Context: an optimization exercise on an open-source flow, tuned for small area, a short achievable clock period and few clock cycles. The choices shown serve that exercise and are no tape-out recipe.
Function was checked by simulation only, so behaviour that the tests miss may differ from the original.
Power figures rest on the tool's default switching activity, not on a simulated workload.

Setup of build 28:
==> flow/design.v <==
`timescale 1ns/1ps
module rdma_ip_decap_integrated #(
    parameter [47:0] LOCAL_MAC  = 48'h000A35010203,
    parameter [15:0] LOCAL_PORT = 16'd5005
)(
    input  wire        iClk,
    input  wire        iRst,
    input  wire [31:0] i_eth_axis_tdata,
    input  wire [3:0]  i_eth_axis_tkeep,
    input  wire        i_eth_axis_tvalid,
    output wire        o_eth_axis_tready,
    input  wire        i_eth_axis_tlast,
    input  wire        i_eth_axis_tuser,
    output wire [31:0] o_payload_axis_tdata,
    output wire [3:0]  o_payload_axis_tkeep,
    output wire        o_payload_axis_tvalid,
    input  wire        i_payload_axis_tready,
    output wire        o_payload_axis_tlast,
    output wire        o_payload_axis_tuser,
    output wire [31:0] o_hdr_src_ip,
    output wire [31:0] o_hdr_dst_ip,
    output wire [15:0] o_hdr_src_port,
    output wire [15:0] o_hdr_dst_port,
    output wire [15:0] o_hdr_payload_len,
    output wire        o_hdr_valid,
    output wire        o_busy,
    output wire        o_error,
    output wire [3:0]  o_error_code,
    output wire        o_stat_pkt_received,
    output wire        o_stat_pkt_dropped,
    output wire [2:0]  o_debug_state
);
wire [31:0] d    = i_eth_axis_tdata;
wire [3:0]  k    = i_eth_axis_tkeep;
wire        tl   = i_eth_axis_tlast;
wire        tu   = i_eth_axis_tuser;
reg  [3:0] bc;       
reg        drop;     
reg        pay;      
reg        pend;     
reg        pk3;      
reg        pu;       
wire hdr_mode = !drop && !pay;
reg [31:0] o_data; reg [3:1] o_keep; reg o_last, o_user, o_valid;
reg [31:0] q_data; reg [3:1] q_keep; reg q_last, q_user, q_valid;
reg  tready;          
reg  busy_r;
wire hs     = i_eth_axis_tvalid && tready;
wire hh     = hs && hdr_mode;      
reg [3:0]  ec;               
reg [15:0] ca, cb;           
reg [15:0] s_reg;            
reg        hv_r, er_r, rc_r, dr_r;
wire        b3  = (bc == 4'd3);
wire [15:0] ya  = b3 ? 16'hFFF7 : ca;
wire [15:0] yb  = b3 ? 16'h0000 : cb;
wire [15:0] cw2 = (bc == 4'd8) ? 16'd0 : d[31:16];
wire [15:0] s1  = ya ^ yb ^ d[15:0];
wire [15:0] c1  = (ya & yb) | (ya & d[15:0]) | (yb & d[15:0]);
wire [15:0] c1r = {c1[14:0], c1[15]};
wire [15:0] s2  = s1 ^ c1r ^ cw2;
wire [15:0] c2  = (s1 & c1r) | (s1 & cw2) | (c1r & cw2);
wire [15:0] c2r = {c2[14:0], c2[15]};
wire ck_ok = (ca == ~cb) || ((ca == 16'h0000) && (cb == 16'h0000)) ||
             ((ca == 16'hFFFF) && (cb == 16'hFFFF));
wire [15:0] w_lo = {d[7:0],   d[15:8]};     
wire [15:0] w_hi = {d[23:16], d[31:24]};    
wire mac_ok = (ec[1] && w_lo == LOCAL_MAC[15:0]) || (ec[0] && w_lo == 16'hFFFF);
wire [3:0] ec3 = (w_lo != 16'h0800)  ? 4'd2 : (d[23:20] != 4'd4) ? 4'd3 :
                 (d[19:16] != 4'd5)  ? 4'd4 : 4'd0;
wire [3:0] ec9 = (ec != 4'd0 && ec < 4'd5) ? ec :
                 !ck_ok               ? 4'd5 :
                 (ec == 4'd6)         ? 4'd6 :
                 (w_lo != LOCAL_PORT) ? 4'd7 : ec;
wire       good9 = (ec9 == 4'd0);
wire       hfail = tl || tu;            
always @(posedge iClk) begin
    if (hh) begin
        case (bc)
            4'd0: ec <= {2'b00,
                         d == {LOCAL_MAC[23:16], LOCAL_MAC[31:24], LOCAL_MAC[39:32], LOCAL_MAC[47:40]},
                         d == 32'hFFFFFFFF};
            4'd1: ec <= mac_ok ? 4'd0 : 4'd1;
            4'd3: if (ec == 4'd0) ec <= ec3;
            4'd4: if (ec == 4'd0 && w_lo < 16'd28) ec <= 4'd8;
            4'd5: if ((ec == 4'd0 || ec == 4'd8) && d[31:24] != 8'h11) ec <= 4'd6;
            4'd9: ec <= ec9;
            default: ;
        endcase
        if (bc >= 4'd3 && bc <= 4'd8) begin
            ca <= s2;
            cb <= c2r;
        end else if (bc == 4'd9) begin
            ca <= {w_hi[15:3] - 13'd1, w_hi[2:0]};
        end
    end
    if (hs && (pay || (hdr_mode && (bc == 4'd6 || bc == 4'd7 || bc == 4'd8 || bc == 4'd10))))
        s_reg <= d[31:16];
end
wire push_in = hs && pay;
wire push_fl = pend && !q_valid;
wire push    = push_in || push_fl;
wire pop     = o_valid && i_payload_axis_tready;
wire [31:0] w_data = {d[15:0], s_reg};
wire        w_last = push_in ? (tl && !k[2]) : 1'b1;
wire [3:1]  w_keep = push_in ? (w_last ? {k[1], 2'b11} : 3'b111) : {2'b00, pk3};
wire        w_user = push_in ? tu : pu;
reg  [3:0] bc_n;
reg        drop_n, pay_n, pend_n, o_valid_n, q_valid_n;
reg        hv_n, er_n, rc_n, dr_n, set_pend;
always @* begin
    bc_n = bc; drop_n = drop; pay_n = pay;
    hv_n = 1'b0; er_n = 1'b0; rc_n = 1'b0; dr_n = 1'b0; set_pend = 1'b0;
    if (hs) begin
        if (drop) begin
            if (tl) drop_n = 1'b0;
        end else if (pay) begin
            if (tl) begin
                pay_n    = 1'b0;
                rc_n     = 1'b1;
                set_pend = k[2];
            end
        end else if (bc == 4'd10) begin
            bc_n = 4'd0;
            if (tl) begin
                rc_n     = 1'b1;
                set_pend = k[2];
            end else begin
                pay_n = 1'b1;
            end
        end else if (hfail) begin
            dr_n = 1'b1;
            bc_n = 4'd0;
            if (!tl) drop_n = 1'b1;
        end else if (bc == 4'd9) begin
            if (good9) begin
                hv_n = 1'b1;
                bc_n = 4'd10;
            end else begin
                er_n   = 1'b1;
                dr_n   = 1'b1;
                drop_n = 1'b1;
                bc_n   = 4'd0;
            end
        end else begin
            bc_n = bc + 4'd1;
        end
    end
    pend_n = set_pend || (pend && !push_fl);
    o_valid_n = o_valid; q_valid_n = q_valid;
    if (q_valid) begin
        if (pop) q_valid_n = 1'b0;
    end else if (push) begin
        if (!o_valid || pop) o_valid_n = 1'b1;
        else                 q_valid_n = 1'b1;
    end else if (pop) begin
        o_valid_n = 1'b0;
    end
end
wire tready_n = drop_n ||
                (pay_n ? !q_valid_n
                       : !(bc_n == 4'd6 && (pend_n || o_valid_n || q_valid_n)));
always @(posedge iClk) begin
    if (!iRst) begin
        bc <= 4'd0; drop <= 1'b0; pay <= 1'b0;
        pend <= 1'b0; o_valid <= 1'b0; q_valid <= 1'b0;
        hv_r <= 1'b0; er_r <= 1'b0; rc_r <= 1'b0; dr_r <= 1'b0;
        tready <= 1'b1; busy_r <= 1'b0;
    end else begin
        bc <= bc_n; drop <= drop_n; pay <= pay_n;
        pend <= pend_n; o_valid <= o_valid_n; q_valid <= q_valid_n;
        hv_r <= hv_n; er_r <= er_n; rc_r <= rc_n; dr_r <= dr_n;
        tready <= tready_n;
        busy_r <= drop_n || pay_n || (bc_n != 4'd0);
    end
end
always @(posedge iClk) begin
    if (set_pend) begin
        pk3 <= k[3];
        pu  <= tu;
    end
end
wire hold_o = hdr_mode && (bc == 4'd8 || bc == 4'd9 || bc == 4'd10);
wire o_load = q_valid ? pop : ((!o_valid || pop) && !hold_o);
wire q_load = !q_valid && ((o_valid && !pop) || (hdr_mode && bc == 4'd8));
always @(posedge iClk) begin
    if (o_load) begin
        if (q_valid) begin
            o_data <= q_data; o_keep <= q_keep; o_last <= q_last; o_user <= q_user;
        end else begin
            o_data <= w_data; o_keep <= w_keep; o_last <= w_last; o_user <= w_user;
        end
    end
    if (q_load) begin
        q_data <= w_data; q_keep <= w_keep; q_last <= w_last; q_user <= w_user;
    end
end
assign o_eth_axis_tready     = tready;
assign o_payload_axis_tdata  = o_data;
assign o_payload_axis_tkeep  = {o_keep, 1'b1};    
assign o_payload_axis_tvalid = o_valid;
assign o_payload_axis_tlast  = o_last;
assign o_payload_axis_tuser  = o_user;
assign o_hdr_src_ip      = {o_data[7:0], o_data[15:8], o_data[23:16], o_data[31:24]};
assign o_hdr_dst_ip      = {q_data[7:0], q_data[15:8], q_data[23:16], q_data[31:24]};
assign o_hdr_src_port    = {s_reg[7:0], s_reg[15:8]};
assign o_hdr_dst_port    = LOCAL_PORT;    
assign o_hdr_payload_len = ca;
assign o_hdr_valid       = hv_r;
assign o_busy       = busy_r;
assign o_error      = er_r;
assign o_error_code = ec;
assign o_stat_pkt_received = rc_r;
assign o_stat_pkt_dropped  = dr_r;
assign o_debug_state       = 3'b000;
endmodule
export LEC_CHECK = 0
export ABC_CLOCK_PERIOD_IN_PS = 2500
export CAP_MARGIN = 20
export CORE_MARGIN = 2
export CORE_UTILIZATION = 40
export SLEW_MARGIN = 20
create_clock -name core_clock -period 9.0 [get_ports {iClk}]
standard.sh (not shown) runs the stock make flow with config.mk's settings and CLKGATE_MAP_FILE= SYNTH_SCRIPT=/design/flow/synth_recipe.tcl, a recipe that flattens the netlist after the stock synthesis.
==> flow/flow/run.sh <==
#!/bin/bash
# The standard layout (standard.sh) with these changes:
# - the port buffers inserted before global placement are plain buf_1 cells
#   instead of the default delay-cell choice;
# - clock tree synthesis adds no dummy balancing loads;
# - timing repair aims for a setup slack of 6.0 ns at the 9 ns clock, i.e. a
#   shorter achieved period than the constraint asks for.
# The whole make output goes to standard_flow.log; each step's own log is
# under orfs/logs.
set -euo pipefail
export BUFFER_PORTS_ARGS="-buffer_cell sky130_fd_sc_hd__buf_1"
export CTS_ARGS="-sink_clustering_enable -repair_clock_nets -dont_use_dummy_load -buf_list sky130_fd_sc_hd__clkbuf_8 -sink_clustering_size 25 -sink_clustering_max_diameter 80"
bash standard.sh SETUP_SLACK_MARGIN=6.0 finish > standard_flow.log 2>&1
Testbench counts of build 28, summed over its fixed seeds: cycles 43,647.
Relative to build 28, the following input files were edited for build 50:
- an added ABC_AREA of 1
- a deleted ABC_CLOCK_PERIOD_IN_PS that had been 2500
==> flow/flow/run.sh <==
#!/bin/bash
# The standard layout (standard.sh) with these changes: the port buffers
# inserted before global placement are plain buf_1 cells instead of the
# default delay-cell choice, and timing repair aims for a setup slack of
# 6.0 ns at the 9 ns clock, i.e. a period well under the constraint.
set -euo pipefail
export BUFFER_PORTS_ARGS="-buffer_cell sky130_fd_sc_hd__buf_1"

bash standard.sh SETUP_SLACK_MARGIN=6.0 finish > standard_flow.log 2>&1
==> comparison <==
Build 50 ends up with higher relative area change from synthesis to final layout than build 28 does.
Compared build 50 vs build 28, and fraction of power consumed by combinational cells is down in build 50.
Looking at build 50 and build 28, the total I/O pin count is a wash.
Changes observed in build 50 relative to build 28: highest cell delay on the worst timing path rose by 190 ps; clock power went up; number of DRC markers in iteration 0 went up; area inside the core boundary rose 0.99%; cell count has increased.
Here is what was changed in the inputs of build 68 compared with build 50.
- ABC_CLOCK_PERIOD_IN_PS now 2500, previously not set
- ABC_AREA no longer set, was 1
==> flow/flow/run.sh <==
#!/bin/bash
# The standard layout (standard.sh) with these changes:
# - the port buffers inserted before global placement are plain buf_1 cells
#   instead of the default delay-cell choice;
# - clock tree synthesis adds no dummy balancing loads;
# - timing repair aims for a setup slack of 6.2 ns at the 9 ns clock, i.e. a
#   shorter achieved period than the constraint asks for.
# The whole make output goes to standard_flow.log; each step's own log is
# under orfs/logs.
set -euo pipefail
export BUFFER_PORTS_ARGS="-buffer_cell sky130_fd_sc_hd__buf_1"
export CTS_ARGS="-sink_clustering_enable -repair_clock_nets -dont_use_dummy_load -buf_list sky130_fd_sc_hd__clkbuf_8"
bash standard.sh SETUP_SLACK_MARGIN=6.2 finish > standard_flow.log 2>&1
Results
Net load switching power, build 68 and build 50: smaller value in build 68
Build 68 vs. build 50: power dropped about 20%; post-CTS setup buffer count climbed 41; worst hold slack climbed 11 ps.
Post-layout utilization of the core came out higher on build 68 than on build 50.
Diff build 50..build 68 | final period demand of the worst path | negligible
Relative contribution of the clock network to total power: build 68 vs build 50 down 14 points
Power attributed to the clock group came out lower on build 68 than on build 50.
Compared with build 50, in build 68 met1 usage moved down, sum of net half-perimeters after detailed placement -9.3%.
For build 81, these inputs were changed with respect to build 68:
- changing CORE_UTILIZATION from 40 to 65
diff --git a/flow/flow/run.sh b/flow/flow/run.sh
--- a/flow/flow/run.sh
+++ b/flow/flow/run.sh
@@ -6 +6 @@
-# - timing repair aims for a setup slack of 6.2 ns at the 9 ns clock, i.e. a
+# - timing repair aims for a setup slack of 6.0 ns at the 9 ns clock, i.e. a
@@ -13 +13 @@
-bash standard.sh SETUP_SLACK_MARGIN=6.2 finish > standard_flow.log 2>&1
+bash standard.sh SETUP_SLACK_MARGIN=6.0 finish > standard_flow.log 2>&1
### Flow results
Build 81 finished every stage and its layout cleared the timing, DRC and antenna checks. Max global-route wire length before repair across build 68 and build 81: build 68. The standard cells in build 81 occupy less silicon area than those in build 68 do. Build 81 vs. build 68: sequential cell area in the final layout stayed essentially flat, distinct cell type count after synthesis did not really move, power density of the placed cells higher.
> inputs changed (build 81 -> build 64)
- CORE_UTILIZATION: 65 -> 40
diff --git a/flow/flow/run.sh b/flow/flow/run.sh
--- a/flow/flow/run.sh
+++ b/flow/flow/run.sh
@@ -6 +6 @@
-# - timing repair aims for a setup slack of 6.0 ns at the 9 ns clock, i.e. a
+# - timing repair aims for a setup slack of 5.8 ns at the 9 ns clock, i.e. a
@@ -13 +13 @@
-bash standard.sh SETUP_SLACK_MARGIN=6.0 finish > standard_flow.log 2>&1
+bash standard.sh SETUP_SLACK_MARGIN=5.8 finish > standard_flow.log 2>&1
## What came out
- Part of the total power dissipated in sequential elements, build 64 and build 81: smaller value in build 81
- Note that the routed wirelength normalized by instance count recorded for build 64 amounts to 0.883 times the value seen in build 81.
- Build 64 | stages: all done | timing, DRC, antenna: all pass
- Total global routing track utilization, build 64 and build 81: larger value in build 81
- Going from build 81 to build 64, wire length went down 1.9%, worst setup slack went down 120 ps, detailed-route via count went down 5.1%, non-clock buffer count went down 7.
### build 64 -> build 27
==> flow/flow/run.sh <==
#!/bin/bash
# The standard layout (standard.sh), with two changes: the port buffers
# inserted before global placement are plain buf_1 cells instead of the
# default delay-cell choice, and timing repair aims for a setup slack of
# 6.5 ns at the 9 ns clock, i.e. a period well under the constraint.
set -euo pipefail
export BUFFER_PORTS_ARGS="-buffer_cell sky130_fd_sc_hd__buf_1"
bash standard.sh SETUP_SLACK_MARGIN=6.5 finish > standard_flow.log 2>&1
Notes after the runs:
Compared with build 64, build 27 improves least setup slack across all paths after layout.
After synthesis and placement, the instance count of build 27 is above that of build 64.
Sort build 64 and build 27 by relative area of non-clock buffer cells in the final design asc -> top: build 64

==> port drivers added, routing unchanged <==
No port has a modelled driver above. Below, the same layouts with a new extraction and two added sets of constraints.
Step 1 sets driving cells, clkbuf_16 on the clock port and buf_2 on the other inputs (assumed; they add their load-dependent delay and slew).
Step 2 moves the port delays by t, midway between the first and last clock arrival at a register: inputs arrive t later, outputs are due t later. That takes back most of the time a late clock gives input paths.
Slacks: ideal ports / drivers / drivers and shift; pairs: ideal ports / drivers.
run | t, ns | setup slack, ns | pins driven straight from the clock port
build 28 | 0.474 | 5.991 / 5.988 / 5.514 | 1
build 50 | 0.466 | 6.014 / 5.965 / 5.499 | 1
build 68 | 0.475 | 6.013 / 5.996 / 5.522 | 1
build 81 | 0.472 | 5.966 / 5.972 / 5.501 | 1
build 64 | 0.481 | 5.849 / 5.866 / 5.386 | 1
build 27 | 0.465 | 6.006 / 5.971 / 5.506 | 1
After both steps every run listed still meets setup and hold. For build 50, which loses most, drivers alone change the setup slack by -0.049 ns; drivers and shift together by -0.515 ns.
